Context: an optimization exercise on an open-source flow, tuned for a short achievable clock period and few clock cycles per item. The choices shown serve that exercise and are no tape-out recipe. Power figures rest on the tool's default switching activity, not on a simulated workload.

==> module risc_processor, before the edit <==
module risc_processor (
    input clk,
    input reset,
    output [7:0] imem_addr,
    input  [7:0] imem_data,
    output reg [7:0] result,   
    output reg result_valid
    );
    reg [7:0] pc;
    reg [7:0] rf [0:3];
    reg [7:0] mem [0:15];
    reg        if_valid;       
    reg [3:0]  if_rsh, if_rth; 
    reg        if_add, if_sub, if_and, if_or, if_ld, if_st;
    reg        ex_valid;
    reg [3:0]  ex_we;          
    reg        ex_wres;        
    reg [15:0] ex_sth;         
    reg        ex_stf;         
    reg [3:0]  wb_we;          
    reg [7:0]  fw;             
    reg [3:0]  fwm;            
    reg [7:0]  p0, p1, g0, g1; 
    reg [7:0]  y00, y01;       
    reg [7:0]  y10, y11;       
    reg        cin;
    reg [15:0] ex_lah;         
    reg        ex_ldf;         
    reg        ex_sfa;         
    reg [7:0]  ex_sd;          
    assign imem_addr = pc;
    wire f_ar = if_add | if_sub;
    wire [3:0] f_we = {4{if_valid & ~if_st}} & (if_ld ? if_rth : if_rsh);
    wire f_fwa = |(ex_we & if_rsh);
    wire f_fwb = |(ex_we & if_rth);
    wire [3:0] wa = wb_we & if_rsh;
    wire [3:0] wb = wb_we & if_rth;
    wire [7:0] ra = (|wa) ? fw :
                    (({8{if_rsh[0]}} & rf[0]) | ({8{if_rsh[1]}} & rf[1]) |
                     ({8{if_rsh[2]}} & rf[2]) | ({8{if_rsh[3]}} & rf[3]));
    wire [7:0] rb = (|wb) ? fw :
                    (({8{if_rth[0]}} & rf[0]) | ({8{if_rth[1]}} & rf[1]) |
                     ({8{if_rth[2]}} & rf[2]) | ({8{if_rth[3]}} & rf[3]));
    wire [7:0] a0 = f_fwa ? 8'h00 : ra;
    wire [7:0] a1 = f_fwa ? 8'hff : ra;
    wire [7:0] bl0 = f_fwb ? 8'h00 : rb;
    wire [7:0] bl1 = f_fwb ? 8'hff : rb;
    wire [7:0] b0 = bl0 ^ {8{if_sub}};
    wire [7:0] b1 = bl1 ^ {8{if_sub}};
    wire [7:0] q0 = f_ar ? (a0 ^ b0) : if_and ? (a0 & bl0) : if_or ? (a0 | bl0) : 8'h00;
    wire [7:0] q1 = f_ar ? (a1 ^ b1) : if_and ? (a1 & bl1) : if_or ? (a1 | bl1) : 8'h00;
    wire [15:0] rah = 16'd1 << ra[3:0];
    wire [15:0] rbh = 16'd1 << rb[3:0];
    wire f_fwm = (if_ld & f_fwa) | (if_st & f_fwb);
    wire [7:0] p = (fw & p1) | (~fw & p0);
    wire [7:0] g = (fw & g1) | (~fw & g0);
    wire [8:0] G0 = {g, cin};
    wire [8:0] P0 = {p, 1'b0};
    wire [8:0] G1 = G0 | (P0 & {G0[7:0], 1'b0});
    wire [8:0] P1 = P0 & {P0[7:0], 1'b0};
    wire [8:0] G2 = G1 | (P1 & {G1[6:0], 2'b0});
    wire [8:0] P2 = P1 & {P1[6:0], 2'b0};
    wire [8:0] G3 = G2 | (P2 & {G2[4:0], 4'b0});
    wire [7:0] c = G3[7:0];
    reg  [7:0] ldn;
    integer j;
    always @* begin
        ldn = 8'h00;
        for (j = 0; j < 16; j = j + 1)
            ldn = ldn | ({8{ex_lah[j]}} & mem[j]);
    end
    wire [7:0] ldf = ex_ldf ? mem[fwm] : 8'h00;
    wire [7:0] y0 = ((fw & y01) | (~fw & y00)) | ldn | ldf;
    wire [7:0] y1 = (fw & y11) | (~fw & y10);
    wire [7:0] res = (c & y1) | (~c & y0);
    wire [7:0] y0r = ex_wres ? y0 : result;
    wire [7:0] y1r = ex_wres ? y1 : result;
    wire [7:0] resr = (c & y1r) | (~c & y0r);
    wire [15:0] fwh = 16'd1 << fwm;
    wire [15:0] mwe = ex_sth | ({16{ex_stf}} & fwh);
    wire [7:0]  sd = ex_sfa ? fw : ex_sd;
    integer i;
    always @(posedge clk or posedge reset) begin
        if (reset) begin
            pc <= 8'd0;
            if_valid <= 1'b0;
            result_valid <= 1'b0;
            result <= 8'd0;
            ex_valid <= 1'b0;
            ex_we <= 4'b0000;
            ex_wres <= 1'b0;
            ex_sth <= 16'd0;
            ex_stf <= 1'b0;
            wb_we <= 4'b0000;
            rf[0] <= 8'h05;
            rf[1] <= 8'h00;
            rf[2] <= 8'h03;
            rf[3] <= 8'h00;
            for (i = 0; i < 16; i = i + 1)
                mem[i] <= (i == 5) ? 8'h0A : 8'h00;
        end else begin
            pc <= pc + 8'd1;
            if_valid <= 1'b1;
            ex_valid <= if_valid;
            ex_we <= f_we;
            ex_wres <= if_valid && !if_st;
            ex_sth <= (if_valid && if_st && !f_fwb) ? rbh : 16'd0;
            ex_stf <= if_valid && if_st && f_fwb;
            result_valid <= ex_valid;
            result <= resr;
            wb_we <= ex_we;
            for (i = 0; i < 16; i = i + 1)
                if (mwe[i])
                    mem[i] <= sd;
            for (i = 0; i < 4; i = i + 1)
                if (wb_we[i])
                    rf[i] <= fw;
        end
    end
    always @(posedge clk) begin
        if_rsh <= 4'b0001 << imem_data[3:2];
        if_rth <= 4'b0001 << imem_data[1:0];
        if_add <= imem_data[7:4] == 4'd0;
        if_sub <= imem_data[7:4] == 4'd1;
        if_and <= imem_data[7:4] == 4'd2;
        if_or  <= imem_data[7:4] == 4'd3;
        if_ld  <= imem_data[7:4] == 4'd4;
        if_st  <= imem_data[7:4] == 4'd5;
        fw  <= res;
        fwm <= f_fwm ? res[3:0] : 4'd0;
        p0  <= a0 ^ b0;
        p1  <= a1 ^ b1;
        g0  <= {8{f_ar}} & a0 & b0;
        g1  <= {8{f_ar}} & a1 & b1;
        cin <= if_sub;
        y00 <= q0;
        y01 <= q1;
        y10 <= ~q0;
        y11 <= ~q1;
        ex_lah <= (if_ld && !f_fwa) ? rah : 16'd0;
        ex_ldf <= if_ld && f_fwa;
        ex_sfa <= f_fwa;
        ex_sd  <= ra;
    end
endmodule
make LEC_CHECK=0 ABC_CLOCK_PERIOD_IN_PS=1500 CAP_MARGIN=20 CORE_MARGIN=2 CORE_UTILIZATION=40 SETUP_SLACK_MARGIN=2.5 SLEW_MARGIN=20 finish   # period 4.0 ns
run.sh (not shown) runs the stock make flow with config.mk's settings and CLKGATE_MAP_FILE= SYNTH_SCRIPT=/design/flow/synth_recipe.tcl, a recipe that flattens the netlist after the stock synthesis.
Change:
--- a/flow/design.v
+++ b/flow/design.v
@@ -10,8 +10,11 @@
     reg [7:0] rf [0:3];
     reg [7:0] mem [0:15];
     reg        if_valid;       
     reg [3:0]  if_rsh, if_rth; 
+    reg [3:0]  if_sa, if_sb;   
+    reg        if_wa, if_wb;   
+    reg        if_fa, if_fb;   
     reg        if_add, if_sub, if_and, if_or, if_ld, if_st;
     reg        ex_valid;
     reg [3:0]  ex_we;          
     reg        ex_wres;        
@@ -30,22 +33,20 @@
     reg [7:0]  ex_sd;          
     assign imem_addr = pc;
     wire f_ar = if_add | if_sub;
     wire [3:0] f_we = {4{if_valid & ~if_st}} & (if_ld ? if_rth : if_rsh);
-    wire f_fwa = |(ex_we & if_rsh);
-    wire f_fwb = |(ex_we & if_rth);
-    wire [3:0] wa = wb_we & if_rsh;
-    wire [3:0] wb = wb_we & if_rth;
-    wire [7:0] ra = (|wa) ? fw :
-                    (({8{if_rsh[0]}} & rf[0]) | ({8{if_rsh[1]}} & rf[1]) |
-                     ({8{if_rsh[2]}} & rf[2]) | ({8{if_rsh[3]}} & rf[3]));
-    wire [7:0] rb = (|wb) ? fw :
-                    (({8{if_rth[0]}} & rf[0]) | ({8{if_rth[1]}} & rf[1]) |
-                     ({8{if_rth[2]}} & rf[2]) | ({8{if_rth[3]}} & rf[3]));
-    wire [7:0] a0 = f_fwa ? 8'h00 : ra;
-    wire [7:0] a1 = f_fwa ? 8'hff : ra;
-    wire [7:0] bl0 = f_fwb ? 8'h00 : rb;
-    wire [7:0] bl1 = f_fwb ? 8'hff : rb;
+    wire f_fwa = if_fa;
+    wire f_fwb = if_fb;
+    wire [7:0] ra = ({8{if_wa}} & fw) |
+                    ({8{if_sa[0]}} & rf[0]) | ({8{if_sa[1]}} & rf[1]) |
+                    ({8{if_sa[2]}} & rf[2]) | ({8{if_sa[3]}} & rf[3]);
+    wire [7:0] rb = ({8{if_wb}} & fw) |
+                    ({8{if_sb[0]}} & rf[0]) | ({8{if_sb[1]}} & rf[1]) |
+                    ({8{if_sb[2]}} & rf[2]) | ({8{if_sb[3]}} & rf[3]);
+    wire [7:0] a0 = ra;
+    wire [7:0] a1 = ra | {8{f_fwa}};
+    wire [7:0] bl0 = rb;
+    wire [7:0] bl1 = rb | {8{f_fwb}};
     wire [7:0] b0 = bl0 ^ {8{if_sub}};
     wire [7:0] b1 = bl1 ^ {8{if_sub}};
     wire [7:0] q0 = f_ar ? (a0 ^ b0) : if_and ? (a0 & bl0) : if_or ? (a0 | bl0) : 8'h00;
     wire [7:0] q1 = f_ar ? (a1 ^ b1) : if_and ? (a1 & bl1) : if_or ? (a1 | bl1) : 8'h00;
@@ -116,11 +117,23 @@
                 if (wb_we[i])
                     rf[i] <= fw;
         end
     end
+    wire [3:0] i_rsh = 4'b0001 << imem_data[3:2];
+    wire [3:0] i_rth = 4'b0001 << imem_data[1:0];
+    wire i_fa = |(f_we & i_rsh);
+    wire i_fb = |(f_we & i_rth);
+    wire i_wa = |(ex_we & i_rsh);
+    wire i_wb = |(ex_we & i_rth);
     always @(posedge clk) begin
-        if_rsh <= 4'b0001 << imem_data[3:2];
-        if_rth <= 4'b0001 << imem_data[1:0];
+        if_rsh <= i_rsh;
+        if_rth <= i_rth;
+        if_fa  <= i_fa;
+        if_fb  <= i_fb;
+        if_wa  <= i_wa & ~i_fa;
+        if_wb  <= i_wb & ~i_fb;
+        if_sa  <= (i_fa | i_wa) ? 4'b0000 : i_rsh;
+        if_sb  <= (i_fb | i_wb) ? 4'b0000 : i_rth;
         if_add <= imem_data[7:4] == 4'd0;
         if_sub <= imem_data[7:4] == 4'd1;
         if_and <= imem_data[7:4] == 4'd2;
         if_or  <= imem_data[7:4] == 4'd3;
The new run went through all stages and came out clean.
Power came out higher by 11%.
Fmax falls by 4.9%.
Count of clock-buffer cells in the layout does not change.
Core utilization increases by 2.0 points.
Hold slack improves by 0.016 ns.
Final area grows by 1.4%.
Via count climbs by 2.0%.
Global-route usage is higher by 0.67 points.
Die area went down by 1.8%.
Wire length went up by 2.5%.
Setup slack got worse by 0.11 ns.
Function was not checked in any run of this note: the RTL went through the layout flow alone.

what the ideal ports hide:
The flow's constraints put no driver on any port. The routed layouts listed below were extracted and timed again, unchanged, in two steps. Step 1, drivers: a clkbuf_16 drives clk and a buf_2 each remaining input, both assumed. Step 2, shift: input delay + t, output delay - t, t = (earliest + latest rising clock arrival at the registers) / 2. This alone moves slack from input paths to output paths. Three values: ideal ports, drivers, drivers and shift; two values: the first two.
run | t, ns | setup slack, ns | worst setup path after step 2 | latest minus earliest clock arrival (ns) | pins driven straight from the clock port
the first run | 0.591 | 1.853 / 1.853 / 1.853 | register to register | 0.022 / 0.023 | 1
the second run | 0.583 | 1.743 / 1.743 / 1.743 | register to register | 0.025 / 0.025 | 1
After both steps setup and hold are still met in every run listed.
